Background: an optimization exercise with open tools, aiming at small area and a short achievable clock period. Do not read the settings as production practice. Where RTL was checked, it was by simulation tests only, not by an equivalence proof against the original. For run 2, only the layout was checked, not whether the RTL still works.

**flow/config.mk**
```make
export PLATFORM = sky130hd
export DESIGN_NAME = lcm_32
export DESIGN_NICKNAME = lcm_32
export VERILOG_FILES = /design/flow/design.v
export SDC_FILE = /design/flow/constraint.sdc
export NUM_CORES = 4
export LEC_CHECK = 0
export CAP_MARGIN = 20
export CORE_MARGIN = 2
export CORE_UTILIZATION = 40
export SLEW_MARGIN = 20
```
**flow/constraint.sdc**
```tcl
create_clock -name core_clock -period 10.0 [get_ports {clk}]
set_input_delay 2.0000 -clock core_clock [delete_from_list [all_inputs] [get_ports {clk}]]
set_output_delay 2.0000 -clock core_clock [all_outputs]
set_load 0.01 [all_outputs]
```
**flow/design.v**
```verilog
module comp_64(
    input wire [64-1:0] ina,
    input wire clk,
    input wire rst_n,
    output wire [64-1:0] result,
    output reg ready_n);
    reg [64-1:0] rega;
    reg rst_n_add;
    wire ready_n_add;
    reg [2-1:0] status;
    add_64 add_64(~rega, 64'd1, clk, rst_n_add, result, ready_n_add);
    always @(posedge clk) begin
        if (!rst_n) begin
            rega <= ina;
            rst_n_add <= 0;
            ready_n <= 1;
            status <= 0;
        end else begin
            if (status == 0) begin
                if (!rst_n_add) begin
                    rst_n_add <= 1;
                    status <= 1;
                end
            end else if (status == 1) begin
                if (!ready_n_add) begin
                    status <= 2;
                end
            end else begin
                ready_n <= 0;
            end
        end
    end
endmodule
module add_64(
    input  wire [64-1:0] ina, inb,
    input  wire clk,
    input  wire rst_n,
    output reg [64-1:0] result,
    output reg ready_n);
    reg  [4-1:0] count;
    reg  status;
    reg [64-1:0] rega, regb;
    wire [9-1:0] res;
    reg  [8-1:0] a,b;
    reg carry;
    assign res = a + b + carry;
    always @(posedge clk) begin
        if (!rst_n) begin
            count  <= 0;
            status <= 0;
            result <= 0;
            carry  <= 0;
	        rega   <= ina;
	        regb   <= inb;
            a      <= ina[8-1:0];
            b      <= inb[8-1:0];
            ready_n <= 1;
        end else begin
            if (status >= 1'd1) begin
                ready_n <= 0;
            end else if (status >= 1'd0) begin
                if (count <= 4'd7) begin
                    a <= (rega >> (8*(count+1)));
                    b <= (regb >> (8*(count+1)));
                    carry <= res[9-1];
                    count <= count + 1;
                    case (count)
                        4'd0 : result[8-1:0]   <= res[8-1:0];
                        4'd1 : result[16-1:8]  <= res[8-1:0];
                        4'd2 : result[24-1:16] <= res[8-1:0];
                        4'd3 : result[32-1:24] <= res[8-1:0];
                        4'd4 : result[40-1:32] <= res[8-1:0];
                        4'd5 : result[48-1:40] <= res[8-1:0];
                        4'd6 : result[56-1:48] <= res[8-1:0];
                        4'd7 : begin 
                            result[64-1:56] <= res[8-1:0];
                            status <= status + 1;
                        end
                        default : begin end
                    endcase
                end else begin
                end
            end
        end
    end
endmodule
module sub_64(
    input  wire [64-1:0] ina, inb,
    input  wire clk,
    input  wire rst_n,
    output wire [64-1:0] result,
    output reg ready_n);
    reg  [2-1:0] status;
    reg [64-1:0] rega, regb;
    wire [64-1:0] compb;
    reg rst_n_comp, rst_n_add;
    wire ready_n_comp, ready_n_add;
    comp_64 comp_64(regb, clk, rst_n_comp, compb, ready_n_comp);
    add_64  add_64(rega, compb, clk, rst_n_add, result, ready_n_add);
    always @(posedge clk) begin
        if (!rst_n) begin 
            rst_n_comp <= 0;
            rst_n_add <= 0;
            status <= 0;
	        rega <= ina;
	        regb <= inb;
            ready_n <= 1;
        end else begin
            case (status)
                2'd0 : begin
                    if (!rst_n_comp) begin
                        rst_n_comp <= 1;
                        status <= status + 1;
                    end
                end
                2'd1 : begin
                    if (!ready_n_comp) begin
                        rst_n_add <= 1;
                        status <= status + 1;
                    end 
                end
                2'd2 : begin
                    if (!ready_n_add) begin
                        status <= status + 1;
                    end
                end
		        default : begin
                    ready_n <= 0;
                end
	        endcase
        end
    end
endmodule
module mul_648(
    input wire [64-1:0] ina,
    input wire [8-1:0]  inb,
    input wire clk,
    input wire rst_n,
    output reg [72-1:0] result,
    output reg ready_n);
    reg [64-1:0] rega;
    reg [8-1:0]  regb;
    reg [4-1:0]  count;
    reg [8-1:0]  calca;
    always @(posedge clk) begin
        if (!rst_n) begin
            result <= 0;
            count <= 0;
            rega <= ina;
            regb <= inb;
            ready_n <= 1;
            calca <= ina;
        end else begin
            if (count >= 4'd9) begin
                ready_n <= 0;
            end else begin
                calca <= (ina >> 8*(count+1));
                result <= result + ((calca*regb) << 8*count);
                count  <= count + 1;
            end
        end
    end
endmodule
module mul_328(
    input wire [32-1:0] ina,
    input wire [8-1:0]  inb,
    input wire clk,
    input wire rst_n,
    output reg [40-1:0] result,
    output reg ready_n);
    reg [32-1:0] rega;
    reg [8-1:0]  regb;
    reg [4-1:0]  count;
    reg [8-1:0]  calca;
    always @(posedge clk) begin
        if (!rst_n) begin
            result <= 0;
            count <= 0;
            rega <= ina;
            regb <= inb;
            ready_n <= 1;
            calca <= ina;
        end else begin
            if (count >= 4'd5) begin
                ready_n <= 0;
            end else begin
                calca <= (ina >> 8*(count+1));
                result <= result + ((calca*regb) << 8*count);
                count  <= count + 1;
            end
        end
    end
endmodule
module mul_3232(
    input wire [32-1:0] ina, inb,
    input wire clk,
    input wire rst_n,
    output reg [64-1:0] result,
    output reg ready_n);
    reg [32-1:0] rega, regb;
    reg [8-1:0]  calcb;
    reg [4-1:0]  count;
    wire ready_n_328; 
    reg  finish_328;  
    reg rst_n_328;
    wire [40-1:0] res_328;
    mul_328 mul_328(rega, calcb, clk, rst_n_328, res_328, ready_n_328);
    always @(posedge clk) begin
        if (!rst_n) begin
            result <= 0;
            rega <= ina;
            regb <= inb;
            calcb <= inb;
            ready_n <= 1;
            rst_n_328 <= 0;
            count <= 0;
            finish_328 <= 0;
        end else begin
            if (count >= 4'd4) begin
                ready_n <= 0;
            end else begin
                if (finish_328) begin  
                    result <= result + (res_328 << 8*(count));
                    count <= count + 1;
                    calcb <= (regb >> 8*(count+1));
                    rst_n_328 <= 0;
                    finish_328 <= 0;
                end else begin  
                    rst_n_328 <= 1;
                    if (!ready_n_328 & rst_n_328) begin
                        finish_328 <= 1;
                    end
                end
            end
        end
    end 
endmodule
module mul_6464(
    input wire [64-1:0] ina, inb,
    input wire clk,
    input wire rst_n,
    output reg [128-1:0] result,
    output reg ready_n);
    reg [64-1:0] rega, regb;
    reg [8-1:0]  calcb;
    reg [4-1:0]  count;
    wire ready_n_648; 
    reg  finish_648;  
    reg rst_n_648;
    wire [72-1:0] res_648;
    mul_648 mul_648(rega, calcb, clk, rst_n_648, res_648, ready_n_648);
    always @(posedge clk) begin
        if (!rst_n) begin
            result <= 0;
            rega <= ina;
            regb <= inb;
            calcb <= inb;
            ready_n <= 1;
            rst_n_648 <= 0;
            count <= 0;
            finish_648 <= 0;
        end else begin
            if (count >= 4'd8) begin
                ready_n <= 0;
            end else begin
                if (finish_648) begin  
                    result <= result + (res_648 << 8*(count));
                    count <= count + 1;
                    calcb <= (regb >> 8*(count+1));
                    rst_n_648 <= 0;
                    finish_648 <= 0;
                end else begin  
                    rst_n_648 <= 1;
                    if (!ready_n_648 & rst_n_648) begin
                        finish_648 <= 1;
                    end
                end
            end
        end
    end 
endmodule
module div_binary(
    input wire [64-1:0] a,b,
    input wire clk,
    input wire rst_n,
    output reg [64-1:0] q, r,
    output reg ready_n);
    reg [64-1:0] rega, regb;
    wire [8-1:0] sizea, sizeb;
    reg [2-1:0] status;
    reg rst_n_sizea, rst_n_sizeb, rst_n_sub;
    reg run_module;
    reg [8-1:0] i;
    wire [64-1:0] res_sub;
    wire ready_n_sizea, ready_n_sizeb, ready_n_sub;
    wire [64-1:0] regbshift;
    assign regbshift = regb << (i-sizeb);
    size_64 sizea_64(rega, clk, rst_n_sizea, sizea, ready_n_sizea);
    size_64 sizeb_64(regb, clk, rst_n_sizea, sizeb, ready_n_sizeb);
    sub_64  sub_64(rega, regbshift,clk, rst_n_sub, res_sub, ready_n_sub);
    always @(posedge clk) begin
        if (!rst_n) begin
            rega <= a;
            regb <= b;
            status <= 0;
            run_module <= 0;
            rst_n_sizea <= 0;
            rst_n_sizeb <= 0;
            rst_n_sub <= 0;
            ready_n <= 1;
            q <= 0;
            r <= 0;
            i <= 0;
        end else begin
            if (status == 0) begin
                if (run_module == 0) begin
                    rst_n_sizea <= 1;
                    rst_n_sizeb <= 1;
                    run_module <= 1;
                end else if (!ready_n_sizea & !ready_n_sizeb) begin
                    if (sizea >= sizeb) begin
                        status <= 1;
                        run_module <= 0;
                        i <= sizea;
                    end else begin
                        status <= 2;
                        q <= 0;
                        r <= rega;
                        run_module <= 0;
                    end
                end else begin end
            end else if (status == 1) begin
                if (run_module == 0) begin
                    rst_n_sub <= 1;
                    run_module <= 1;
                    q <= q << 1;
                end else if (!ready_n_sub) begin
                    run_module <= 0;
                    i <= i - 1;
                    if (i <= sizeb) begin
                        status <= 2;
                    end else begin 
                        status <= 1;
                        rst_n_sub <= 0;
                    end
                    if (res_sub[63] == 0) begin
                        rega <= res_sub;
                        q   <= q + 1;
                        r   <= res_sub;
                    end else begin end
                end else begin end
            end else begin
               ready_n <= 0;  
            end
        end
    end
endmodule
module size_64(
    input wire [64-1:0] a,
    input wire clk,
    input wire rst_n,
    output reg [8-1:0] size,  
    output reg ready_n);
    reg [2-1:0] status;
    always @(posedge clk) begin
        if (!rst_n) begin
            size <= 0;
            ready_n <= 1;
        end else begin
            if ((a >> size) != 0) begin 
                size <= size + 1;
            end else begin
                ready_n <= 0;
            end
        end
    end
endmodule
module gcd_32(
    input wire [32-1:0] ina, inb,
    input wire clk,
    input wire rst_n,
    output wire [32-1:0] result,
    output reg ready_n);
    reg [32-1:0] rega, regb, regg;
    reg [2-1:0]  status;
    reg rst_n_mul;
    wire ready_n_mul;
    wire [64-1:0] result_mul;
    assign result = result_mul[32-1:0];
    mul_3232 mul_3232(regb, regg, clk, rst_n_mul, result_mul, ready_n_mul);
    always @(posedge clk) begin
        if (!rst_n) begin
            regg <= 1;
            status <= 2'd0;
            rega   <= ina;
            regb   <= inb;
            ready_n <= 1;
            rst_n_mul <= 0;
        end else begin
            if (status >= 2'd2) begin
                ready_n <= 0;
            end else if (status >= 2'd1) begin
                if (!rst_n_mul) begin 
                    rst_n_mul <= 1;
                end else if (!ready_n_mul & rst_n_mul) begin
                    status <= status + 1;
                end
            end else begin
                if (rega == 32'd0) begin  
                    status <= status + 1;
                end else begin  
                    if (rega[0] == 1'b0 & regb[0] == 1'b0) begin
                        rega <= rega >> 1;
                        regb <= regb >> 1;
                        regg <= regg << 1;
                    end else if (rega[0] == 1'b0 & regb[0] == 1'b1) begin
                        rega <= rega >> 1;
                    end else if (rega[0] == 1'b1 & regb[0] == 1'b0) begin
                        regb <= regb >> 1;
                    end else begin
                        if (rega >= regb) begin
                            rega <= ((rega-regb) >> 1);
                        end else begin
                            regb <= ((regb-rega) >> 1);
                        end
                    end
                end
            end
        end
    end
endmodule 
module gcd_64(
    input wire [64-1:0] ina, inb,
    input wire clk,
    input wire rst_n,
    output wire [64-1:0] result,
    output reg ready_n);
    reg [64-1:0] rega, regb, regg;
    reg [2-1:0]  status;
    reg rst_n_mul;
    wire ready_n_mul;
    wire [128-1:0] result_mul;
    assign result = result_mul[64-1:0];
    mul_6464 mul_6464(regb, regg, clk, rst_n_mul, result_mul, ready_n_mul);
    always @(posedge clk) begin
        if (!rst_n) begin
            regg <= 1;
            status <= 2'd0;
            rega   <= ina;
            regb   <= inb;
            ready_n <= 1;
            rst_n_mul <= 0;
        end else begin
            if (status >= 2'd2) begin
                ready_n <= 0;
            end else if (status >= 2'd1) begin
                if (!rst_n_mul) begin 
                    rst_n_mul <= 1;
                end else if (!ready_n_mul & rst_n_mul) begin
                    status <= status + 1;
                end
            end else begin
                if (rega == 32'd0) begin  
                    status <= status + 1;
                end else begin  
                    if (rega[0] == 1'b0 & regb[0] == 1'b0) begin
                        rega <= rega >> 1;
                        regb <= regb >> 1;
                        regg <= regg << 1;
                    end else if (rega[0] == 1'b0 & regb[0] == 1'b1) begin
                        rega <= rega >> 1;
                    end else if (rega[0] == 1'b1 & regb[0] == 1'b0) begin
                        regb <= regb >> 1;
                    end else begin
                        if (rega >= regb) begin
                            rega <= ((rega-regb) >> 1);
                        end else begin
                            regb <= ((regb-rega) >> 1);
                        end
                    end
                end
            end
        end
    end
endmodule 
module lcm_32(
    input wire [32-1:0] ina, inb,
    input wire clk,
    input wire rst_n,
    output wire [64-1:0] result,
    output reg ready_n);
    reg [32-1:0] rega, regb;
    reg [2-1:0] status;
    reg rst_n_gcd, rst_n_div, rst_n_mul;
    wire [32-1:0] gcd;
    wire [64-1:0] q, r;
    wire ready_n_gcd, ready_n_div, ready_n_mul;
    gcd_32   gcd_32(rega, regb, clk, rst_n_gcd, gcd, ready_n_gcd);
    div_binary div_binary({32'd0, rega}, {32'd0, gcd}, clk, rst_n_div, q, r, ready_n_div);
    mul_3232 mul_3232(q[32-1:0], regb, clk, rst_n_mul, result, ready_n_mul);
    always @(posedge clk) begin
        if (!rst_n) begin
            status <= 0;
            ready_n <= 1;
            rega <= ina;
            regb <= inb;
            rst_n_gcd <= 0;
            rst_n_div <= 0;
            rst_n_mul <= 0;
        end else begin
            case(status)
               2'd0 : begin
                if (!rst_n_gcd) begin
                    rst_n_gcd <= 1;
                end else if (!ready_n_gcd) begin
                    status <= 1;
                end
               end
               2'd1 : begin
                if (!rst_n_div) begin
                    rst_n_div <= 1;
                end else if (!ready_n_div) begin
                    status <= 2;
                end
               end
               2'd2 : begin
                if (!rst_n_mul) begin
                    rst_n_mul <= 1;
                end else if (!ready_n_mul) begin
                    status <= 3;
                end
               end
               default : ready_n <= 0;
            endcase
        end
    end
endmodule 
```
**flow/run.sh**
```bash
#!/bin/bash
# synth_recipe.tcl (not shown) runs the flow's synth.tcl, then flattens the netlist and writes it again
# the make line also repeats each setting of config.mk as NAME=value (left out here)
make -C /OpenROAD-flow-scripts/flow DESIGN_CONFIG=/design/flow/config.mk WORK_HOME=/design/flow/orfs CLKGATE_MAP_FILE= SYNTH_SCRIPT=/design/flow/synth_recipe.tcl finish
```
==> results.tsv, run 1 <==
metric	value	unit
status	no timing/DRC/antenna violations	
RePlAce Congestion	0.942	
first-pass GRT wire length	310000	um
delay-heaviest family, CP	compound AO/OA/AOI/OAI gates	
vias post-DR	54800	
final core occ	0.448	
CTS Buffer Depth	3	
multi-input logic area	0.0359	sq mm
root buffer cell	clkbuf_16	
Max-slew headroom	0.226	
P&R area growth vs syn	11.5	%
commonest cells after routing, fill and taps aside	nand2_1, edfxtp_1, nor2_1	
number of buffers added on ports	130	
number of flops mapped to enable cells by yosys	734	
Final ANT Viol Nets	0	
fmax	126	MHz
Pins Over Slew Limit	0	
CTS Sinks	1215	
vias in the first global route	51700	
n_diodes	0	
RSZ-0062 raised after global routing	false	
setup TNS	0	ns
WP data required	10.71	ns
Filler cells	16600	
initial antenna violation count	3	
Final setup viols	0	
MaxCap Viol Count	0	
Netlist Area Pre-Place	0.0705	sq mm
post-route DRC violation count	0	
Synth async-reset ratio	0	
PostCTS Resize Cnt	0	
boundary pin count	131	
largest net degree at the start of global routing	94	
Net count, final	7745	
Initial Utilization	0.401	
Core Footprint	0.176	sq mm
total grt overflow	0	
Num CTS Buffers	136	
post-DP HPWL	145000	um
hold_buf cts	0	
worst skew pair latency	0.82	ns
Post-synth top flop	edfxtp_1	
Synth Instances	7298	
Yosys warning count	10	
Placed Area	0.0738	sq mm
Syn Nets	7801	
Vias/cell	5.65	
Post-CTS Setup Bufs	0	
TritonCTS clock tree	yes	
Die W	424	um
most common cell after layout, fill and taps aside	nand2_1	
Hold Path Class	register to register	
DRT Pass-1 Iters	8	
hold_ws	0.400	ns
final worst path period need	7.94	ns
Yosys cell types	95	
Startpoint Class	register	
row cnt	154	
fin worst setup slack	2.06	ns
clock skew	0.0535	ns
Final period util	0.794	
Worst path most repeated cell	fa_1	
H-Tree Level Count	4	
Worst-Margin Slew	1.16	ns
GR Util All Layers	0.218	
CP max FO	8	
Critical Path Sink Type	register	
die height	424	um
WS Path Type	register to register	
critical path's largest stage delay	0.63	ns
final WL	200000	um
drt wl/cell	20.7	um
Post-Layout Cell Count	9693	
DR iter-0 viols	4808	
dpl ws	2.19	ns
final hold vios	0	
Seq/Total Area, Yosys	0.449	
die area	0.180	sq mm
post-route cell area	0.0786	sq mm
Arr. time, crit path	8.65	ns
flops & latches, synth	1215	
Worst Path Buf+Inv	3	
layout cells sized above 1	0.0732	
Mean Syn Cell Area	9.65	sq um
placed cell count	9444	
R2R setup slack	2.06	ns
critical path's slowest cell	o41ai_1	
clk slew on worst S/H paths	0.06	ns
register area	0.0317	sq mm
## cell type report
cell class,instances,share of cell area
timing repair buffer,213,0.0245
sequential,1215,0.403
clock buffer,189,0.0488
clock inverter,60,0.0112
tap,2340,0.0373
inverter,378,0.0183
multi-input combinational,5298,0.457
## Yosys cell counts, drive strengths merged, types with 145 or more instances
cell,instances,area share
xnor2,149,0.019
o21ai,338,0.024
a211oi,145,0.016
and2,165,0.015
edfxtp,734,0.31
nor2,727,0.039
dfxtp,481,0.14
nand2,782,0.042
mux2i,251,0.036
ha,355,0.063
clkbuf,326,0.017
a21oi,684,0.049
inv,372,0.020
## per-layer routing
metal | part of all wire | wire length (um) | up-vias | global-route usage
met5 | 0 | 0 | - | 0
met3 | 0.059 | 11900 | 263 | 0.0325
li1 | - | - | 26300 | -
met1 | 0.46 | 91900 | 26600 | 0.312
met2 | 0.46 | 91300 | 1662 | 0.340
met4 | 0.027 | 5360 | 0 | 0.0660
## sequential cells by signal, indices dropped and copies added, names as in the netlist, 40 cells and up
register,flops
div_binary.sub_64.comp_64.add_64.rega,56
div_binary.sub_64.comp_64.add_64.result,64
mul_3232.result,64
div_binary.sub_64.add_64.result,64
div_binary.rega,63
div_binary.sub_64.add_64.regb,56
div_binary.sub_64.comp_64.rega,64
div_binary.sub_64.regb,64
mul_3232.mul_328.result,40
div_binary.sub_64.rega,63
div_binary.sub_64.add_64.rega,55
## final timing paths
kind / start / endpoint / depth (start not counted)
max: mul_3232.mul_328.calca[1] / mul_3232.mul_328.result[39] / 28
min: div_binary.sub_64.regb[55] / div_binary.sub_64.comp_64.rega[55] / 0
max reg2reg: mul_3232.mul_328.calca[1] / mul_3232.mul_328.result[39] / 28
min reg2reg: div_binary.sub_64.regb[55] / div_binary.sub_64.comp_64.rega[55] / 0
## kinds of logic after synthesis
logic type | Yosys count | synth area share
mux | 398 | 0.0707
compound gates | 1909 | 0.172
simple gates | 2333 | 0.151
fa+ha+maj | 437 | 0.0863
xor+xnor | 221 | 0.0275
buf+inv | 785 | 0.0434
flops | 1215 | 0.449
==> run 2, diff against run 1 <==
==> flow/design.v (replaced) <==
module lcm_32(
    input wire [32-1:0] ina, inb,
    input wire clk,
    input wire rst_n,
    output wire [64-1:0] result,
    output reg ready_n);
    localparam GCD = 2'd0, DIV = 2'd1, MUL = 2'd2, FIN = 2'd3;
    reg [1:0]  ph;
    reg [31:0] u, v;
    reg [5:0]  cnt;
    wire [32:0] duv = {1'b0, u} - {1'b0, v};
    wire [31:0] dvu = v - u;
    wire [32:0] s   = {1'b0, v} + {1'b0, inb};
    assign result = {v, u};
    always @(posedge clk) begin
        if (!rst_n) begin
            ph      <= GCD;
            u       <= ina;
            v       <= inb;
            cnt     <= 6'd0;
            ready_n <= 1'b1;
        end else begin
            case (ph)
            GCD: begin
                if (u == 32'd0) begin
                    u      <= ina;
                    cnt[5] <= 1'b1;
                    ph     <= DIV;
                end else if (!u[0] && !v[0]) begin
                    u   <= u >> 1;
                    v   <= v >> 1;
                    cnt <= cnt + 6'd1;
                end else if (!u[0]) begin
                    u <= u >> 1;
                end else if (!v[0]) begin
                    v <= v >> 1;
                end else if (!duv[32]) begin
                    u <= {1'b0, duv[31:1]};
                end else begin
                    v <= {1'b0, dvu[31:1]};
                end
            end
            DIV: begin
                if (u == 32'd0) begin  
                    v       <= 32'd0;
                    ph      <= FIN;
                    ready_n <= 1'b0;
                end else begin
                    u   <= u[0] ? {1'b1, duv[31:1]} : {1'b0, u[31:1]};
                    cnt <= cnt - 6'd1;
                    if (cnt == 6'd1) begin
                        v   <= 32'd0;
                        cnt <= 6'd32;
                        ph  <= MUL;
                    end
                end
            end
            MUL: begin
                {v, u} <= u[0] ? {s, u[31:1]} : {1'b0, v, u[31:1]};
                cnt    <= cnt - 6'd1;
                if (cnt == 6'd1) begin
                    ph      <= FIN;
                    ready_n <= 1'b0;
                end
            end
            default: ;
            endcase
        end
    end
endmodule
==> run 2 against run 1 <==
Net effect: still clean on timing, DRC and antenna; global-route usage increased by 6.6 points; sequential cell count fell by 1142; first-iteration DRC count shrank 81%; count of clock-buffer cells in the layout down 178; cell area fell by 86%; core utilization increased by 3.6 points; die area fell by 86%; critical endpoint is now v[27].
==> results.tsv, run 2 <==
metric	value	unit	change
status	no timing/DRC/antenna violations		
final hold vios	0		unchanged
Critical Path Sink Type	register		
DR iter-0 viols	903		-81%
RePlAce Congestion	0.935		-0.69%
Initial Utilization	0.406		+0.00506
Yosys warning count	1		-9
H-Tree Level Count	3		-1
post-route DRC violation count	0		unchanged
Worst-Margin Slew	1.19	ns	+0.0317 ns
die area	0.0251	sq mm	-86%
CP max FO	4		-4
most common cell in the netlist	a21oi_1		
fmax	193	MHz	+53%
Post-synth top cells	a21oi_1, ha_1, o21ai_0		
DRT Pass-1 Iters	5		-3
WS Path Type	primary input to register		
root buffer cell	clkbuf_16		
PostCTS Resize Cnt	0		unchanged
Final period util	0.517		-0.276
Startpoint Class	primary input		
Synth area leader	edfxtp_1		
CTS Buffer Depth	2		-1
hold_buf cts	0		unchanged
Seq/Total Area, Yosys	0.220		-0.229
P&R area growth vs syn	19.0	%	
TritonCTS clock tree	yes		
commonest cells after routing, fill and taps aside	clkdlybuf4s50_1, a21oi_1, ha_1		
Netlist Area Pre-Place	0.00954	sq mm	-86%
Syn Nets	1368		-82%
MaxCap Viol Count	0		unchanged
vias post-DR	9705		-82%
Yosys cell types	74		-22%
Post-synth top flop	edfxtp_1		
R2R setup slack	5.07	ns	+3.01 ns
first-pass GRT wire length	53900	um	-83%
critical path's slowest cell	o41ai_1		
setup TNS	0	ns	unchanged
Net count, final	1457		-81%
most common cell after layout, fill and taps aside	clkdlybuf4s50_1		
final core occ	0.484		+0.0361
Core Footprint	0.0235	sq mm	-87%
Post-CTS Setup Bufs	0		unchanged
clock skew	0.00972	ns	-0.0438 ns
number of buffers added on ports	130		unchanged
RSZ-0062 raised after global routing	false		
delay-heaviest family, CP	compound AO/OA/AOI/OAI gates		
CTS Sinks	73		-94%
flops & latches, synth	73		-94%
final worst path period need	5.17	ns	-2.76 ns
Final setup viols	0		unchanged
row cnt	56		-64%
Max-slew headroom	0.202		-0.0241
GR Util All Layers	0.284		+0.0663
Num CTS Buffers	9		-93%
Vias/cell	6.02		+6.5%
boundary pin count	131		unchanged
vias in the first global route	9172		-82%
Worst path most repeated cell	o21ai_0		
drt wl/cell	22.0	um	+6.2%
number of flops mapped to enable cells by yosys	64		-91%
die height	158	um	-63%
largest net degree at the start of global routing	53		-44%
Hold Path Class	register to register		
CP Cell Sequence	clkdlybuf4s50_1, ha_1, fa_1, a211oi_1, o21ai_0, o31ai_1, o21a_1, o21ai_0, o41ai_1, xor2_1, or3_1, o311ai_1		
ranking of synthesized cells by area	edfxtp_1, ha_1, a21oi_1		
WP data required	10.16	ns	-0.55 ns
worst skew pair latency	0.36	ns	-0.46 ns
critical path's largest stage delay	0.48	ns	-0.15 ns
Largest regs	u (32), v (32), cnt (6)		
Die W	158	um	-63%
initial antenna violation count	0		-3
Synth Instances	1199		-84%
Synth async-reset ratio	0		unchanged
Arr. time, crit path	5.33	ns	-3.32 ns
post-DP HPWL	26500	um	-82%
clk slew on worst S/H paths	0.07	ns	about the same
total grt overflow	0		unchanged
n_diodes	0		unchanged
Pins Over Slew Limit	0		unchanged
Mean Syn Cell Area	7.96	sq um	-18%
top cell type's share of synthesized area	0.201		-0.111
Filler cells	2390		-86%
Final ANT Viol Nets	0		unchanged
Worst Path Buf+Inv	1		-2
final WL	35400	um	-82%
layout cells sized above 1	0.0371		-0.0360
run 2: layout make-up:
class | instances | area (sq um) | area share
clock inverters | 5 | 30.0 | 0.00265
well taps | 319 | 399 | 0.0352
clock buffers | 11 | 243 | 0.0214
flip-flops and latches | 73 | 2100 | 0.185
multi-input cells | 981 | 6890 | 0.607
repair buffers | 141 | 1380 | 0.121
inverters | 82 | 308 | 0.0271
run 2: final timing paths:
check,start,cells after the start,end
worst max-delay path,inb[0],12,v[27]
worst min-delay path,ready_n,2,ready_n
worst min register to register,ready_n,2,ready_n
worst max register to register,u[17],11,u[30]
run 2: metal layers:
layer,part of all wire,track usage,vias up
li1,-,-,4645
met4,0.032,0.103,0
met3,0.064,0.0376,53
met5,0,0,-
met2,0.46,0.473,362
met1,0.44,0.378,4645
run 2: cell families (layout without fill, tap and decap cells):
family,count (synthesis),after routing,synth area share
compound gates,447,447,0.312
xor+xnor,82,82,0.0753
fa+ha+maj,103,103,0.137
buf+inv,145,239,0.0586
flops,73,73,0.220
mux,28,28,0.0296
simple gates,321,321,0.166
run 2: tightest hold or removal path, cell delays in order (launching register included):
cell and delay [ns]:
dfxtp_1 0.31, nand2_1 0.05, nand2_1 0.04
run 2: stage by stage:
step	hold WS (ns)	area (sq um)	setup slack [ns]	instances
after detailed placement	0.436	11100	4.57	1596
after global placement	0.435	11100	4.60	1596
final	0.444	11400	4.83	1612
after CTS	0.447	11400	4.89	1612
after global routing	0.487	11400	4.66	1612
after floorplan	0.467	9540	5.40	1199
==> run 3, diff against run 2 <==
==> flow/design.v (replaced) <==
module lcm_32(
    input wire [32-1:0] ina, inb,
    input wire clk,
    input wire rst_n,
    output wire [64-1:0] result,
    output reg ready_n);
    localparam GCD = 2'd0, DIV = 2'd1, MUL = 2'd2;
    reg [1:0]  ph;
    reg [31:0] u, v, w;
    reg [5:0]  cnt;
    wire        mul = (ph == MUL);
    wire        en  = mul ? w[0] : u[0];
    wire        sub = en & ~mul;
    wire [31:0] y   = {32{en}} & (v ^ {32{sub}});
    wire [32:0] a   = {1'b0, u} + {1'b0, y} + {32'd0, sub};
    wire [31:0] ash = {a[32] & mul, a[31:1]};
    assign result = {u, w};
    always @(posedge clk) begin
        if (!rst_n) begin
            ph      <= GCD;
            u       <= ina;
            v       <= inb;
            cnt     <= 6'd0;
            ready_n <= 1'b1;
        end else if (ready_n) begin
            case (ph)
            GCD: begin
                if (u == 32'd0) begin
                    u      <= ina;
                    cnt[5] <= 1'b1;
                    ph     <= DIV;
                end else if (!u[0]) begin
                    u <= ash;
                    if (!v[0]) begin
                        v   <= v >> 1;
                        cnt <= cnt + 6'd1;
                    end
                end else if (!v[0]) begin
                    v <= v >> 1;
                end else if (a[32]) begin  
                    u <= ash;
                end else begin
                    u <= v;
                    v <= u;
                end
            end
            DIV: begin
                u   <= ash;
                w   <= {u[0], w[31:1]};
                cnt <= cnt - 6'd1;
                if (cnt == 6'd1) begin
                    v   <= inb;
                    cnt <= 6'd32;
                    ph  <= MUL;
                end
            end
            default: begin  
                u   <= ash;
                w   <= {a[0], w[31:1]};
                cnt <= cnt - 6'd1;
                if (cnt == 6'd1) ready_n <= 1'b0;
            end
            endcase
        end
    end
endmodule
==> run 3 against run 2 <==
Net effect: worst setup slack improved by 0.10 ns; sequential share of layout area increased by 17 points; cell area decreased by 24%; sequential cell count increased by 32; core utilization increased by 3.6 points; global-route usage decreased by 6.6 points; still clean; first-iteration DRC count decreased by 49%; via count decreased by 37%; synthesized area decreased by 28%.
==> results.tsv, run 3 <==
metric	value	unit	change
Synth async-reset ratio	0		unchanged
Largest regs	u (32), v (32), w (32)		
die height	135	um	-15%
clk slew on worst S/H paths	0.08	ns	about the same
final hold vios	0		unchanged
vias in the first global route	5996		-35%
Core Footprint	0.0167	sq mm	-29%
Worst Reg-to-Reg Cells	17		+6
TritonCTS clock tree	yes		
RePlAce Congestion	0.868		-7.2%
Netlist Area Pre-Place	0.00686	sq mm	-28%
drt wl/cell	18.3	um	-17%
Net count, final	949		-35%
post-route DRC violation count	0		unchanged
RSZ-0062 raised after global routing	false		
R2R setup slack	4.93	ns	-0.14 ns
Mean Syn Cell Area	9.27	sq um	+17%
WP data required	10.10	ns	-0.06 ns
dpl ws	4.60	ns	+0.0331 ns
Startpoint Class	register		
H-Tree Level Count	3		unchanged
Final ANT Viol Nets	0		unchanged
Filler cells	1535		-36%
boundary pin count	131		unchanged
final worst path period need	5.07	ns	-0.100 ns
worst skew pair latency	0.36	ns	about the same
Post-CTS Setup Bufs	0		unchanged
hold_ws	0.452	ns	+0.00863 ns
first-pass GRT wire length	31700	um	-41%
Arr. time, crit path	5.18	ns	-0.15 ns
total grt overflow	0		unchanged
hold_buf cts	0		unchanged
CP max FO	33		+29
flops & latches, synth	105		+44%
most common cell in the netlist	nand2_1		
Post-synth top cells	nand2_1, o21ai_0, edfxtp_1		
fin worst setup slack	4.93	ns	+0.100 ns
Critical Path Sink Type	register		
root buffer cell	clkbuf_16		
clock skew	0.0104	ns	+0.000727 ns
Seq/Total Area, Yosys	0.446		+0.226
GR Util All Layers	0.218		-0.0663
ranking of synthesized cells by area	edfxtp_1, o21ai_0, ha_1		
Worst-Margin Slew	0.932	ns	-0.261 ns
n_diodes	0		unchanged
P&R area growth vs syn	26.4	%	
Critical R2R Capture	u[18]		
largest net degree at the start of global routing	41		-23%
commonest cells after routing, fill and taps aside	clkdlybuf4s50_1, nand2_1, o21ai_0		
Synth Instances	740		-38%
CTS Sinks	105		+44%
WS Path Type	register to register		
final WL	19600	um	-45%
Die W	135	um	-15%
Syn Nets	842		-38%
die area	0.0182	sq mm	-27%
MaxCap Viol Count	0		unchanged
RR Startpoint	ph[1]		
Final period util	0.507		-0.0100
CTS Buffer Depth	2		unchanged
status	no timing/DRC/antenna violations		
DRT Pass-1 Iters	6		+1
fmax	197	MHz	+2.0%
Max-slew headroom	0.376		+0.174
Num CTS Buffers	9		unchanged
Final setup viols	0		unchanged
register area	0.00306	sq mm	+46%
top cell type's share of synthesized area	0.420		+0.219
Yosys cell types	61		-18%
Hold Path Class	register to register		
layout cells sized above 1	0.0599		+0.0227
most common cell after layout, fill and taps aside	clkdlybuf4s50_1		
number of flops mapped to enable cells by yosys	96		+50%
Post-synth top flop	edfxtp_1		
Synth area leader	edfxtp_1		
vias post-DR	6076		-37%
number of buffers added on ports	130		unchanged
setup TNS	0	ns	unchanged
hold path cells	0		-2
Yosys warning count	1		unchanged
hold path startpoint	w[1]		
row cnt	47		-16%
post-DP HPWL	14000	um	-47%
Hold Path End	w[0]		
initial antenna violation count	0		unchanged
Initial Utilization	0.411		+0.00447
DR iter-0 viols	460		-49%
multi-input logic area	0.00358	sq mm	-48%
PostCTS Resize Cnt	0		unchanged
Vias/cell	5.67		-5.9%
Pins Over Slew Limit	0		unchanged
-- run 3: how the worst max path moves through the flow --
stage / from / endpoint / slack (ns)
2_1_floorplan: v[0] / v[10] / 4.89
3_3_place_gp: ph[1] / u[17] / 4.86
3_5_place_dp: ph[1] / v[15] / 4.60
4_1_cts: ph[1] / v[6] / 4.57
5_1_grt: ph[1] / u[18] / 4.41
6_report: ph[1] / u[18] / 4.93
-- run 3: cells by family after synthesis --
family / Yosys count / share of synthesized area
buffers and inverters: 59 / 0.0370
AND/OR/NAND/NOR: 235 / 0.162
XOR/XNOR: 27 / 0.0345
multiplexers: 1 / 0.00146
AO/OA/AOI/OAI: 277 / 0.251
adder cells (fa/ha/maj): 36 / 0.0678
flip-flops: 105 / 0.446
-- run 3: layout make-up --
class                           instances  area share
Clock buffer                            9      0.0260
Clock inverter                          7     0.00837
Inverter                               15     0.00649
Multi-Input combinational cell        576       0.413
Sequential cell                       105       0.353
Tap cell                              220      0.0317
Timing Repair Buffer                  140       0.161
-- run 3: stage by stage --
stage | cell area (sq um) | utilization | instances
after floorplan | 6860 | - | 740
after global placement | 8340 | 0.499 | 1055
after detailed placement | 8340 | 0.499 | 1055
after CTS | 8640 | 0.517 | 1071
after global routing | 8670 | 0.519 | 1072
final | 8670 | 0.519 | 1072
-- run 3: routing by layer --
metal | global-route usage | vias up | share of wire | wire [um]
met4 | 0.0642 | 0 | 0.012 | 242
met3 | 0.0405 | 20 | 0.057 | 1120
li1 | - | 2965 | - | -
met1 | 0.301 | 2885 | 0.46 | 8930
met2 | 0.351 | 206 | 0.47 | 9300
met5 | 0 | - | 0 | 0
-- run 3: worst max-delay path, cell delays in order, from the launching register on --
cell and delay (ns):
dfxtp_1 0.39, inv_1 0.16, o21ai_4 0.66, nor2_1 0.08
a21oi_1 0.19, fa_1 0.22, inv_1 0.06, fa_1 0.42
a211oi_2 0.30, o211ai_2 0.14, nand3_1 0.11, o211ai_2 0.14
a311o_1 0.36, a31o_2 0.31, a21o_1 0.20, a21boi_2 0.55
buf_4 0.38, o21ai_0 0.13
==> run 4, diff against run 3 <==
==> flow/flow/run.sh (new file) <==
#!/bin/bash
# The standard layout (standard.sh: the standard flow's synthesis and ORFS steps, unchanged
# constraints), with ORFS's timing repair asked to leave a larger setup margin
# so that it works the paths below the design's clock period as well.
set -euo pipefail
MARGIN=${MARGIN:-7}
bash standard.sh SETUP_SLACK_MARGIN=$MARGIN TNS_END_PERCENT=100 finish > standard_flow.log 2>&1
==> flow/standard.sh (new file) <==
#!/bin/bash
# synth_recipe.tcl (not shown) runs the flow's synth.tcl, then flattens the netlist and writes it again
# the make line also repeats each setting of config.mk as NAME=value (left out here)
make -C /OpenROAD-flow-scripts/flow DESIGN_CONFIG=/design/flow/config.mk WORK_HOME=/design/flow/orfs CLKGATE_MAP_FILE= SYNTH_SCRIPT=/design/flow/synth_recipe.tcl "${@:-finish}"
removed: flow/run.sh
==> run 4 against run 3 <==
Net effect: still clean on timing, DRC and antenna; register-to-register slack improved by 1.3 ns; core utilization rose by 7.1 points; worst hold slack lost 0.0051 ns; fmax increased by 33%.
==> results.tsv, run 4 <==
metric	value	unit	change
P&R area growth vs syn	43.7	%	
number of flops mapped to enable cells by yosys	96		unchanged
complex-gate fraction of the synthesized area	0.251		unchanged
met2 WL	10700	um	+15%
Die W	135	um	unchanged
Final setup viols	0		unchanged
Final ANT Viol Nets	0		unchanged
Pins Over Slew Limit	0		unchanged
WL met1	10300	um	+16%
number of buffers added on ports	130		unchanged
Placed Area	0.00838	sq mm	+0.50%
fin worst setup slack	6.19	ns	+1.26 ns
Final period util	0.381		-0.126
final hold vios	0		unchanged
WP data required	10.12	ns	+0.02 ns
DR iter-0 viols	472		+2.6%
Synth area leader	edfxtp_1		
flops & latches, synth	105		unchanged
Vias/cell	5.60		-1.2%
MaxCap Viol Count	0		unchanged
Startpoint Class	register		
Synth Instances	740		unchanged
Hold Path Class	register to register		
RSZ-0062 raised after global routing	true		
post-route DRC violation count	0		unchanged
n_diodes	0		unchanged
vias post-DR	6677		+9.9%
most common cell in the netlist	nand2_1		
vias in the first global route	6510		+8.6%
met3 wire length	1300	um	+17%
Post-synth top cells	nand2_1, o21ai_0, edfxtp_1		
initial antenna violation count	0		unchanged
die area	0.0182	sq mm	unchanged
commonest cells after routing, fill and taps aside	nand2_1, edfxtp_1, buf_4		
dpl ws	5.24	ns	+0.646 ns
Critical Path Sink Type	register		
CTS Buffer Depth	2		unchanged
Post-synth top flop	edfxtp_1		
clock skew	0.0131	ns	+0.00263 ns
Synth async-reset ratio	0		unchanged
main combinational cell family by area after synthesis	compound AO/OA/AOI/OAI gates		
fmax	262	MHz	+33%
Seq/Total Area, Yosys	0.446		unchanged
TritonCTS clock tree	yes		
mux cell area share after synthesis	0.00146		unchanged
final WL	22700	um	+16%
Yosys cell types	61		unchanged
placed cell count	1054		-0.095%
RePlAce Congestion	0.888		+2.3%
post-route cell area	0.00986	sq mm	+14%
hold_buf cts	0		unchanged
Num CTS Buffers	9		unchanged
Post-Layout Cell Count	1192		+11%
Arr. time, crit path	3.93	ns	-1.25 ns
Netlist Area Pre-Place	0.00686	sq mm	unchanged
H-Tree Level Count	3		unchanged
Largest regs	u (32), v (32), w (32)		
Net count, final	1069		+13%
worst skew pair latency	0.37	ns	about the same
DRT Pass-1 Iters	7		+1
die height	135	um	unchanged
GR Util All Layers	0.244		+0.0265
Yosys warning count	1		unchanged
Post-Synth XOR/XNOR Area	0.0345		unchanged
root buffer cell	clkbuf_16		
row cnt	47		unchanged
largest net degree at the start of global routing	41		unchanged
setup TNS	0	ns	unchanged
final worst path period need	3.81	ns	-1.26 ns
layout cells sized above 1	0.293		+0.233
Syn Nets	842		unchanged
simple-gate share of the synthesized area	0.162		unchanged
most common cell after layout, fill and taps aside	nand2_1		
Mean Syn Cell Area	9.27	sq um	unchanged
CTS Sinks	105		unchanged
boundary pin count	131		unchanged
WS Path Type	register to register		
Max-slew headroom	0.409		+0.0329
top cell type's share of synthesized area	0.420		unchanged
status	no timing/DRC/antenna violations		
Top Layer Used	met4		
ranking of synthesized cells by area	edfxtp_1, o21ai_0, ha_1		
CP max FO	7		-79%
Core Footprint	0.0167	sq mm	unchanged
first-pass GRT wire length	34600	um	+9.2%
total grt overflow	0		unchanged
clk slew on worst S/H paths	0.09	ns	about the same
drt wl/cell	19.1	um	+4.3%
Worst-Margin Slew	0.883	ns	-0.0491 ns
post-DP HPWL	14000	um	-0.25%
Initial Utilization	0.411		unchanged
Adder-Cell Fraction of Synth Area	0.0678		unchanged
-- run 4: final timing paths --
check / slack, ns / to / from / cells past startpoint
worst min register to register: 0.45 / w[28] / w[29] / 0
worst min-delay path: 0.45 / w[28] / w[29] / 0
worst max-delay path: 6.19 / u[18] / ph[1] / 18
worst max register to register: 6.19 / u[18] / ph[1] / 18
-- run 4: stage by stage --
| step | hold slack, ns | util |
|---|---|---|
| final | 0.447 | 0.590 |
| after global routing | 0.455 | 0.590 |
| after floorplan | 0.485 | - |
| after global placement | 0.434 | 0.502 |
| after CTS | 0.450 | 0.574 |
| after detailed placement | 0.434 | 0.502 |
-- run 4: per-layer routing --
metal  vias up  global-route usage
li1       3210                   -
met1      3212               0.335
met2       220               0.400
met3        35              0.0435
met4         0              0.0671
met5         -                   0
-- run 4: critical path, stage by stage, from the launching register on --
cell and delay, ns:
dfxtp_2 0.36, inv_4 0.06, nor3b_4 0.31, buf_12 0.16
buf_4 0.15, nand2_1 0.05, o21ai_0 0.08, ha_2 0.34
a21o_1 0.24, a221oi_2 0.29, a21boi_1 0.10, a311o_1 0.37
a31o_4 0.26, a21o_1 0.19, a21boi_4 0.17, buf_12 0.14
buf_6 0.10, buf_12 0.11, o21ai_1 0.05
-- run 4: area by class of cell --
type	instances	area (sq um)
fill	1464	6840
multi-input combinational	578	3840
sequential	105	3070
timing repair buffer	258	2310
tap	220	275
clock buffer	9	225
clock inverter	7	70.1
inverter	15	61.3
-- run 4: logic make-up after synthesis --
logic type | count (synthesis)
AO/OA/AOI/OAI | 277
flip-flops | 105
AND/OR/NAND/NOR | 235
multiplexers | 1
XOR/XNOR | 27
adder cells (fa/ha/maj) | 36
buffers and inverters | 59
-- run 4: repair_timing --
item	4_1_cts	5_1_grt
endpoints found under the setup margin	227	83
gates resized for setup	338	43
cloned	6	0
buffers inserted	96	20
pin swaps	15	29
==> run 5, diff against run 4 <==
==> flow/design.v (replaced) <==
module lcm_32(
    input wire [32-1:0] ina, inb,
    input wire clk,
    input wire rst_n,
    output wire [64-1:0] result,
    output reg ready_n);
    reg        gcd_ph, div_ph, mul_ph;    
    reg [31:0] u, v, w;
    reg [5:0]  cnt;
    wire [31:0] y   = mul_ph ? (v & {32{w[0]}}) : (~v & {32{u[0]}});
    wire        cin = ~mul_ph & u[0];
    wire [32:0] a   = {1'b0, u} + {1'b0, y} + {32'd0, cin};
    wire [31:0] ash = {a[32] & mul_ph, a[31:1]};
    assign result = {u, w};
    always @(posedge clk) begin
        if (!rst_n) begin
            gcd_ph  <= 1'b1;
            div_ph  <= 1'b0;
            mul_ph  <= 1'b0;
            u       <= ina;
            v       <= inb;
            cnt     <= 6'd0;
            ready_n <= 1'b1;
        end else if (gcd_ph) begin
            if (u == 32'd0) begin
                u      <= ina;
                cnt[5] <= 1'b1;
                gcd_ph <= 1'b0;
                div_ph <= 1'b1;
            end else if (!u[0]) begin
                u <= ash;
                if (!v[0]) begin
                    v   <= v >> 1;
                    cnt <= cnt + 6'd1;
                end
            end else if (!v[0]) begin
                v <= v >> 1;
            end else if (a[32]) begin  
                u <= ash;
            end else begin
                u <= v;
                v <= u;
            end
        end else if (div_ph) begin
            u   <= ash;
            w   <= {u[0], w[31:1]};
            cnt <= cnt - 6'd1;
            if (cnt == 6'd1) begin
                v      <= inb;
                cnt    <= 6'd32;
                div_ph <= 1'b0;
                mul_ph <= 1'b1;
            end
        end else if (mul_ph) begin
            u   <= ash;
            w   <= {a[0], w[31:1]};
            cnt <= cnt - 6'd1;
            if (cnt == 6'd1) begin
                mul_ph  <= 1'b0;
                ready_n <= 1'b0;
            end
        end
    end
endmodule
==> run 5 against run 4 <==
Net effect: core utilization is 0.58 points lower.
==> results.tsv, run 5 <==
metric	value	unit	change
Mean Syn Cell Area	9.27	sq um	about the same
Hold Path End	w[23]		
total grt overflow	0		unchanged
critical path's slowest cell	o31a_4		
critical path's largest stage delay	0.43	ns	+0.06 ns
final hold vios	0		unchanged
Startpoint Class	register		
post-DP HPWL	14000	um	+0.54%
DR iter-0 viols	590		+25%
Post-synth top flop	edfxtp_1		
Yosys warning count	1		unchanged
met1 usage	0.358		+0.0235
Filler cells	1518		+3.7%
H-Tree Level Count	3		unchanged
P&R area growth vs syn	44.6	%	
CP Cell Sequence	bufinv_16, nand2_8, o21ai_2, fa_2, inv_2, fa_2, nand2b_4, a211o_1, a211o_1, o211a_1, nor3_4, nor2_4, o31a_4, buf_12, o21ai_4		
Seq/Total Area, Yosys	0.445		-0.000900
top cell type's share of synthesized area	0.416		-0.00357
Hold Path Class	register to register		
MaxCap Viol Count	0		unchanged
Net count, final	1080		+1.0%
status	no timing/DRC/antenna violations		
flops & latches, synth	106		+0.95%
RSZ-0062 raised after global routing	true		
DRT Pass-1 Iters	5		-2
Initial Utilization	0.404		-0.00654
fmax	279	MHz	+6.2%
ranking of synthesized cells by area	edfxtp_1, a22oi_1, ha_1		
met2 usage	0.434		+0.0331
final WL	25100	um	+10%
CTS Sinks	106		+0.95%
first-pass GRT wire length	37400	um	+8.0%
clk slew on worst S/H paths	0.07	ns	-0.02 ns
Worst-Margin Slew	0.739	ns	-0.144 ns
boundary pin count	131		unchanged
GR Util All Layers	0.267		+0.0226
root buffer cell	clkbuf_16		
RePlAce Congestion	0.912		+2.7%
number of buffers added on ports	130		unchanged
row cnt	48		+2.1%
n_diodes	0		unchanged
Worst Reg-to-Reg Cells	15		-3
commonest cells after routing, fill and taps aside	buf_4, edfxtp_1, a21oi_1		
CP max FO	6		-1
Synth Instances	747		+0.95%
Post-synth top cells	edfxtp_1, o21ai_0, nand2_1		
Pins Over Slew Limit	0		unchanged
delay-heaviest family, CP	compound AO/OA/AOI/OAI gates		
Arr. time, crit path	3.81	ns	-0.12 ns
Vias/cell	5.79		+3.4%
vias in the first global route	6760		+3.8%
Num CTS Buffers	9		unchanged
largest net degree at the start of global routing	35		-15%
layout cells sized above 1	0.320		+0.0272
die area	0.0184	sq mm	+0.83%
Worst Path Buf+Inv	3		-3
Critical R2R Capture	u[11]		
Final setup viols	0		unchanged
Synth area leader	edfxtp_1		
Worst path depth	15		-3
die height	136	um	+0.41%
CTS Buffer Depth	2		unchanged
placed cell count	1062		+0.76%
most common cell in the netlist	edfxtp_1		
hold_buf cts	0		unchanged
most common cell after layout, fill and taps aside	buf_4		
GR Util met3	0.0419		-0.00164
Final period util	0.359		-0.0221
number of flops mapped to enable cells by yosys	96		unchanged
Die W	136	um	+0.41%
hold path cells	0		unchanged
Netlist Area Pre-Place	0.00692	sq mm	+0.86%
TritonCTS clock tree	yes		
Core Footprint	0.0171	sq mm	+2.5%
setup TNS	0	ns	unchanged
R2R setup slack	6.41	ns	+0.22 ns
WP data required	10.22	ns	+0.10 ns
WS Path Type	register to register		
worst skew pair latency	0.37	ns	about the same
drt wl/cell	20.8	um	+9.0%
initial antenna violation count	0		unchanged
vias post-DR	7000		+4.8%
fin worst setup slack	6.41	ns	+0.221 ns
Yosys cell types	56		-8.2%
Synth async-reset ratio	0		unchanged
dpl ws	4.99	ns	-0.249 ns
clock skew	0.0169	ns	+0.00381 ns
post-route DRC violation count	0		unchanged
Critical Path Sink Type	register		
Post-Layout Cell Count	1208		+1.3%
Final ANT Viol Nets	0		unchanged
Max-slew headroom	0.507		+0.0975
hold path startpoint	w[24]		
Syn Nets	849		+0.83%
final worst path period need	3.59	ns	-0.221 ns
Largest regs	u (32), v (32), w (32)		
GR peak layer	met2		
RR Startpoint	v[0]		
-- run 5: how the worst max path moves through the flow --
| stage | start | to | slack, ns |
|---|---|---|---|
| 3_3_place_gp | v[0] | u[25] | 4.98 |
| 2_1_floorplan | rst_n | v[10] | 6.26 |
| 3_5_place_dp | rst_n | u[25] | 4.99 |
| 6_report | v[0] | u[11] | 6.41 |
| 4_1_cts | mul_ph | u[25] | 6.48 |
| 5_1_grt | v[0] | u[7] | 6.27 |
-- run 5: metal layers --
layer	vias to the layer above	share of wire
met5	-	0
met4	0	0.037
met3	52	0.077
met1	3334	0.42
met2	321	0.47
li1	3293	-
-- run 5: cell type report --
| cell class | count | area, sq um | area share |
|---|---|---|---|
| clock buffer | 10 | 229 | 0.0229 |
| sequential | 106 | 3090 | 0.308 |
| multi-input combinational | 585 | 4040 | 0.404 |
| timing repair buffer | 258 | 2210 | 0.221 |
| tap | 225 | 282 | 0.0281 |
| timing repair inverter | 1 | 8.76 | 0.000875 |
| inverter | 17 | 93.8 | 0.00938 |
| clock inverter | 6 | 51.3 | 0.00513 |
-- run 5: cell families after synthesis --
group / synth area share
muxes: 0.00307
adders and majority gates: 0.0672
AOI/OAI and AO/OA: 0.264
buffers and inverters: 0.0358
and+or+nand+nor: 0.144
DFF: 0.445
xor gates and xnor gates: 0.0405
-- run 5: per-stage QoR --
stage | util | hold slack [ns] | area [sq um]
2_1_floorplan | - | 0.467 | 7090
3_3_place_gp | 0.492 | 0.439 | 8420
3_5_place_dp | 0.492 | 0.433 | 8420
4_1_cts | 0.570 | 0.454 | 9760
5_1_grt | 0.585 | 0.471 | 10000
6_report | 0.585 | 0.452 | 10000
-- run 5: repair_timing --
action,CTS,global route
gates cloned,11,4
buffers inserted,97,18
setup endpoints to repair,225,133
hold endpoints to repair,0,0
gates resized for setup,293,85
pin swaps,26,27
==> run 6, diff against run 5 <==
==> flow/flow/run.sh (replaced) <==
#!/bin/bash
# The standard layout (standard.sh: the standard flow's synthesis and the ORFS steps, with
# the design's constraints unchanged), with two settings changed:
#  - ORFS's timing repair is asked to leave a setup margin, so that it also
#    works the paths that already meet the design's clock period;
#  - the buffer put on every input and output port is buf_1.
# standard.sh's full output goes to standard_flow.log.
set -euo pipefail
MARGIN=${MARGIN:-7}
bash standard.sh \
    SETUP_SLACK_MARGIN=$MARGIN \
    TNS_END_PERCENT=100 \
    "BUFFER_PORTS_ARGS=-buffer_cell sky130_fd_sc_hd__buf_1" \
    finish > standard_flow.log 2>&1
==> run 6 against run 5 <==
Net effect: still clean; wire length shrank 8.1%; synthesized area is the same; cell count shrank 1.8%; cell area shrank 6.0%; worst setup slack lost 0.0028 ns; clock skew grew 0.0013 ns; critical path type unchanged; largest cell class unchanged.
==> results.tsv, run 6 <==
metric	value	unit	change
Yosys warning count	1		unchanged
Critical Path Sink Type	register		
final hold vios	0		unchanged
met3 wire length	1690	um	-13%
number of flops mapped to enable cells by yosys	96		unchanged
GR Util All Layers	0.246		-0.0207
CTS Sinks	106		unchanged
Synth area leader	edfxtp_1		
Post-synth top cells	edfxtp_1, o21ai_0, nand2_1		
H-Tree Level Count	3		unchanged
Final ANT Viol Nets	0		unchanged
vias post-DR	6920		-1.1%
Pins Over Slew Limit	0		unchanged
Final period util	0.359		about the same
MaxCap Viol Count	0		unchanged
largest net degree at the start of global routing	35		unchanged
first-pass GRT wire length	34700	um	-7.1%
Top Layer Used	met4		
Worst Path Buf+Inv	3		unchanged
Arr. time, crit path	3.79	ns	-0.02 ns
clock skew	0.0182	ns	+0.00129 ns
status	no timing/DRC/antenna violations		
die area	0.0184	sq mm	unchanged
Startpoint Class	register		
Num CTS Buffers	9		unchanged
flops & latches, synth	106		unchanged
hold path startpoint	w[11]		
Worst Reg-to-Reg Cells	16		+1
complex-gate fraction of the synthesized area	0.264		unchanged
most common cell in the netlist	edfxtp_1		
top cell type's share of synthesized area	0.416		unchanged
hold path cells	0		unchanged
worst skew pair latency	0.37	ns	about the same
post-DP HPWL	14000	um	-0.30%
WS Path Type	register to register		
critical path's slowest cell	o31a_4		
commonest cells after routing, fill and taps aside	buf_1, edfxtp_1, buf_4		
setup TNS	0	ns	unchanged
Initial Utilization	0.404		unchanged
Seq/Total Area, Yosys	0.445		unchanged
Core Footprint	0.0171	sq mm	unchanged
critical path's largest stage delay	0.42	ns	about the same
row cnt	48		unchanged
Netlist Area Pre-Place	0.00692	sq mm	unchanged
CTS Buffer Depth	2		unchanged
Adder-Cell Fraction of Synth Area	0.0672		unchanged
hold_ws	0.449	ns	-0.00328 ns
final WL	23100	um	-8.1%
root buffer cell	clkbuf_16		
simple-gate share of the synthesized area	0.144		unchanged
Final setup viols	0		unchanged
Vias/cell	5.83		+0.69%
Synth Instances	747		unchanged
crit path launch	w[0]		
RePlAce Congestion	0.918		+0.59%
Largest regs	u (32), v (32), w (32)		
Worst-Margin Slew	0.708	ns	-0.0306 ns
WP data required	10.20	ns	-0.02 ns
ranking of synthesized cells by area	edfxtp_1, a22oi_1, ha_1		
TritonCTS clock tree	yes		
Post-synth top flop	edfxtp_1		
CP Cell Sequence	and2_4, buf_12, nand2_4, o21ai_2, fa_2, inv_2, fa_2, nand2b_4, a211o_1, a211o_1, o211a_1, nor3_4, nor2_4, o31a_4, buf_12, o31ai_2		
vias in the first global route	6441		-4.7%
Worst path depth	16		+1
RR Startpoint	w[0]		
final worst path period need	3.59	ns	+0.00279 ns
initial antenna violation count	0		unchanged
Net count, final	1058		-2.0%
Max-slew headroom	0.527		+0.0204
Yosys cell types	56		unchanged
RSZ-0062 raised after global routing	true		
met2 WL	10700	um	-8.7%
mux cell area share after synthesis	0.00307		unchanged
Filler cells	1530		+0.79%
n_diodes	0		unchanged
Synth async-reset ratio	0		unchanged
delay-heaviest family, CP	compound AO/OA/AOI/OAI gates		
boundary pin count	131		unchanged
main combinational cell family by area after synthesis	compound AO/OA/AOI/OAI gates		
layout cells sized above 1	0.257		-0.0634
Mean Syn Cell Area	9.27	sq um	unchanged
P&R area growth vs syn	35.9	%	
most common cell after layout, fill and taps aside	buf_1		
total grt overflow	0		unchanged
clk slew on worst S/H paths	0.07	ns	about the same
Post-Synth XOR/XNOR Area	0.0405		unchanged
DRT Pass-1 Iters	5		unchanged
Hold Path Class	register to register		
die height	136	um	unchanged
CP max FO	6		unchanged
post-route DRC violation count	0		unchanged
Syn Nets	849		unchanged
Die W	136	um	unchanged
fmax	278	MHz	about the same
number of buffers added on ports	130		unchanged
DR iter-0 viols	534		-9.5%
WL met1	9900	um	-5.8%
drt wl/cell	19.5	um	-6.4%
-- run 6: cell count changes in the layout (fill, tap and decap cells not counted), moves of 11 or more --
cell	previous run	this run
buf_4	101	79
buf_2	46	2
buf_1	0	123
clkdlybuf4s50_1	64	0
clkbuf_2	14	3
-- run 6: through the flow --
| step | std cells | worst slack [ns] | area [sq um] | util |
|---|---|---|---|---|
| 2_1_floorplan | 747 | 6.26 | 7090 | - |
| 3_3_place_gp | 1064 | 5.40 | 7620 | 0.445 |
| 3_5_place_dp | 1064 | 5.33 | 7620 | 0.445 |
| 4_1_cts | 1154 | 6.44 | 8880 | 0.519 |
| 5_1_grt | 1186 | 6.28 | 9400 | 0.549 |
| 6_report | 1186 | 6.41 | 9400 | 0.549 |
-- run 6: final timing paths --
check / to / slack, ns
worst max register to register: u[25] / 6.41
worst min-delay path: w[10] / 0.45
worst min register to register: w[10] / 0.45
worst max-delay path: u[25] / 6.41
-- run 6: worst register-to-register path: cells and delay by family (launching register included) --
kind,cells,cell delay [ns]
buf+inv,3,0.34
flops,1,0.39
fa+ha+maj,2,0.56
compound gates,6,1.51
simple gates,5,0.65
-- run 6: per-layer routing --
layer	vias to the layer above	GRT usage
met5	-	0
met4	0	0.0828
met3	60	0.0494
met2	322	0.406
met1	3300	0.325
li1	3238	-
-- run 6: what timing repair did --
item / in CTS / in global routing
buffers inserted: 62 / 30
hold buffers: 0 / 0
gates cloned: 12 / 2
resized for setup: 79 / 67
pin swaps: 20 / 18
endpoints found under the setup margin: 181 / 146
-- run 6: area by class of cell --
type | count | area (sq um) | area share
clock buffers | 13 | 250 | 0.0266
clock inverters | 3 | 22.5 | 0.00239
inverters | 17 | 67.6 | 0.00718
multi-input cells | 584 | 4070 | 0.432
flip-flops and latches | 106 | 3090 | 0.328
well taps | 225 | 282 | 0.0299
repair buffers | 238 | 1630 | 0.173
-- run 6: cell families after synthesis --
logic type	Yosys count
and+or+nand+nor	219
DFF	106
buffers and inverters	62
xor gates and xnor gates	32
adders and majority gates	36
AOI/OAI and AO/OA	290
muxes	2
==> run 7, diff against run 6 <==
--- a/flow/flow/run.sh
+++ b/flow/flow/run.sh
@@ -7,5 +7,5 @@
 # standard.sh's full output goes to standard_flow.log.
 set -euo pipefail
-MARGIN=${MARGIN:-7}
+MARGIN=${MARGIN:-6.3}
 bash standard.sh \
     SETUP_SLACK_MARGIN=$MARGIN \
==> run 7 against run 6 <==
Net effect: via count is 7.2% lower; count of clock-buffer cells in the layout is 2 lower; critical path depth stayed put; register-to-register slack worse by 0.13 ns; critical path type unchanged; clock skew is 0.0089 ns lower; die area stayed put; highest routed layer unchanged.
==> results.tsv, run 7 <==
metric	value	unit	change
drt wl/cell	19.7	um	+1.4%
commonest cells after routing, fill and taps aside	buf_1, edfxtp_1, nand2_1		
vias in the first global route	6071		-5.7%
initial antenna violation count	0		unchanged
DR iter-0 viols	601		+13%
final WL	21900	um	-5.1%
worst skew pair latency	0.37	ns	about the same
Yosys warning count	1		unchanged
H-Tree Level Count	3		unchanged
CTS Buffer Depth	2		unchanged
number of buffers added on ports	130		unchanged
Post-synth top flop	edfxtp_1		
post-route cell area	0.00854	sq mm	-9.2%
critical path's slowest cell	edfxtp_1		
Yosys cell types	56		unchanged
most common cell after layout, fill and taps aside	buf_1		
Max-slew headroom	0.430		-0.0975
Pins Over Slew Limit	0		unchanged
Largest regs	u (32), v (32), w (32)		
Hold Path Class	register to register		
Net count, final	981		-7.3%
Synth Instances	747		unchanged
Core Footprint	0.0171	sq mm	unchanged
die area	0.0184	sq mm	unchanged
fmax	269	MHz	-3.4%
Num CTS Buffers	9		unchanged
Worst-Margin Slew	0.854	ns	+0.145 ns
delay-heaviest family, CP	compound AO/OA/AOI/OAI gates		
Synth area leader	edfxtp_1		
Placed Area	0.00762	sq mm	unchanged
Syn Nets	849		unchanged
die height	136	um	unchanged
Final setup viols	0		unchanged
root buffer cell	clkbuf_16		
number of flops mapped to enable cells by yosys	96		unchanged
Initial Utilization	0.404		unchanged
RePlAce Congestion	0.882		-3.9%
CP max FO	8		+2
vias post-DR	6421		-7.2%
clk slew on worst S/H paths	0.08	ns	about the same
P&R area growth vs syn	23.4	%	
TritonCTS clock tree	yes		
GR Util All Layers	0.232		-0.0142
n_diodes	0		unchanged
Final period util	0.372		+0.0128
Netlist Area Pre-Place	0.00692	sq mm	unchanged
first-pass GRT wire length	33100	um	-4.8%
Mean Syn Cell Area	9.27	sq um	unchanged
Die W	136	um	unchanged
critical path's largest stage delay	0.42	ns	about the same
ranking of synthesized cells by area	edfxtp_1, a22oi_1, ha_1		
CTS Sinks	106		unchanged
layout cells sized above 1	0.133		-0.124
row cnt	48		unchanged
Startpoint Class	register		
Seq/Total Area, Yosys	0.445		unchanged
boundary pin count	131		unchanged
WS Path Type	register to register		
RSZ-0062 raised after global routing	true		
DRT Pass-1 Iters	6		+1
hold_ws	0.450	ns	+0.00163 ns
hold_buf cts	0		unchanged
flops & latches, synth	106		unchanged
status	no timing/DRC/antenna violations		
Arr. time, crit path	3.93	ns	+0.14 ns
clock skew	0.00924	ns	-0.00894 ns
CP Cell Sequence	inv_2, buf_12, nand2_8, o21ai_4, fa_2, inv_2, fa_2, nand2b_4, a211o_1, a211o_1, o211a_1, nor3_4, nor2_4, o31a_4, buf_12, o31ai_2		
Vias/cell	5.79		-0.77%
top cell type's share of synthesized area	0.416		unchanged
WP data required	10.21	ns	about the same
Worst Path Buf+Inv	4		+1
Critical Path Sink Type	register		
Filler cells	1643		+7.4%
setup TNS	0	ns	unchanged
Post-synth top cells	edfxtp_1, o21ai_0, nand2_1		
post-route DRC violation count	0		unchanged
most common cell in the netlist	edfxtp_1		
final hold vios	0		unchanged
MaxCap Viol Count	0		unchanged
total grt overflow	0		unchanged
Final ANT Viol Nets	0		unchanged
final worst path period need	3.72	ns	+0.128 ns
Synth async-reset ratio	0		unchanged
post-DP HPWL	14300	um	+2.1%
largest net degree at the start of global routing	35		unchanged
## run 7: cell types whose count changed in the layout (fill, tap and decap cells not counted), moves of 9 or more
cell	before	now
o21ai_2	28	11
buf_4	79	19
ha_2	10	1
o21ai_0	49	61
ha_1	24	33
buf_6	13	2
## run 7: per-stage QoR
step	setup slack, ns	util	std cells
floorplan	6.26	-	747
global route	6.13	0.499	1109
finish	6.28	0.499	1109
detailed placement	5.04	0.445	1066
CTS	6.25	0.476	1094
global placement	5.20	0.445	1066
## run 7: logic make-up (layout without fill, tap and decap cells)
| logic type | Yosys count | in the layout | synth area share |
|---|---|---|---|
| AOI/OAI and AO/OA | 290 | 290 | 0.264 |
| xor gates and xnor gates | 32 | 32 | 0.0405 |
| adders and majority gates | 36 | 36 | 0.0672 |
| buffers and inverters | 62 | 198 | 0.0358 |
| DFF | 106 | 106 | 0.445 |
| muxes | 2 | 2 | 0.00307 |
| and+or+nand+nor | 219 | 220 | 0.144 |
## run 7: final cells by class
class                      count  area [sq um]  share of cell area
timing repair buffer         165           970               0.114
clock inverter                 5          62.6             0.00733
tap                          225           282              0.0330
inverter                      17          67.6             0.00791
sequential                   106          3090               0.362
clock buffer                  11           233              0.0273
multi-input combinational    580          3840               0.449
## run 7: layer usage
metal	global-route usage	up-vias	wire length (um)
li1	-	3087	-
met2	0.362	263	9950
met1	0.330	3038	9940
met5	0	-	0
met4	0.0648	0	414
met3	0.0438	33	1590
## run 7: worst register-to-register path: stages (launching register included)
cell and delay (ns):
edfxtp_1 0.42, inv_2 0.11, buf_12 0.11, nand2_8 0.05
o21ai_4 0.15, fa_2 0.22, inv_2 0.04, fa_2 0.33
nand2b_4 0.15, a211o_1 0.32, a211o_1 0.36, o211a_1 0.28
nor3_4 0.27, nor2_4 0.09, o31a_4 0.33, buf_12 0.17
o31ai_2 0.17
## run 7: final timing paths
path	from	endpoint	slack (ns)	cells after the start
worst min register to register	w[10]	w[9]	0.45	0
worst max register to register	v[0]	u[25]	6.28	16
worst min-delay path	w[10]	w[9]	0.45	0
worst max-delay path	v[0]	u[25]	6.28	16
## run 7: timing repair
action                     4_1_cts  5_1_grt
gates resized for setup         25       57
pin swaps                        7       30
buffers inserted                 9       11
gates cloned                     3        4
setup endpoints to repair       94       61

static timing again, ports no longer ideal:
How much do the figures lean on ideal ports? The routed layouts below were timed once more, with nothing changed but the port constraints.
Step 1 (the two cells are an assumption about what drives the block):
set clk [get_ports {clk}]
set_driving_cell -lib_cell sky130_fd_sc_hd__clkbuf_16 $clk
set_driving_cell -lib_cell sky130_fd_sc_hd__buf_2 [delete_from_list [all_inputs] $clk]
Step 2 adds t to the input delays and takes it off the output delays; t is the mean of the earliest and latest rising clock arrival at the registers after step 1. Input paths then give back, and output paths get back, about the clock's delay inside the block.
Three values: no drivers, after step 1, after step 2; two values: the first two.
run | t, ns | setup WS [ns] | hold slack, ns | worst register clock-pin slew, ns
run 1 | 0.875 | 2.063 / 2.063 / 2.063 | 0.400 / 0.400 / 0.400 | 0.07 / 0.07
run 2 | 0.399 | 4.828 / 4.854 / 4.455 | 0.444 / 0.444 / 0.444 | 0.07 / 0.07
run 3 | 0.398 | 4.928 / 4.928 / 4.928 | 0.452 / 0.452 / 0.452 | 0.08 / 0.08
run 4 | 0.410 | 6.188 / 6.188 / 6.188 | 0.447 / 0.447 / 0.447 | 0.09 / 0.09
run 5 | 0.408 | 6.409 / 6.409 / 6.357 | 0.452 / 0.452 / 0.452 | 0.08 / 0.08
run 6 | 0.397 | 6.407 / 6.407 / 6.407 | 0.449 / 0.449 / 0.449 | 0.08 / 0.08
run 7 | 0.404 | 6.278 / 6.278 / 6.025 | 0.450 / 0.450 / 0.450 | 0.08 / 0.08
After both steps every run listed still meets setup and hold. For run 2, which loses most, drivers alone change the setup slack by +0.026 ns; drivers and shift together by -0.373 ns.
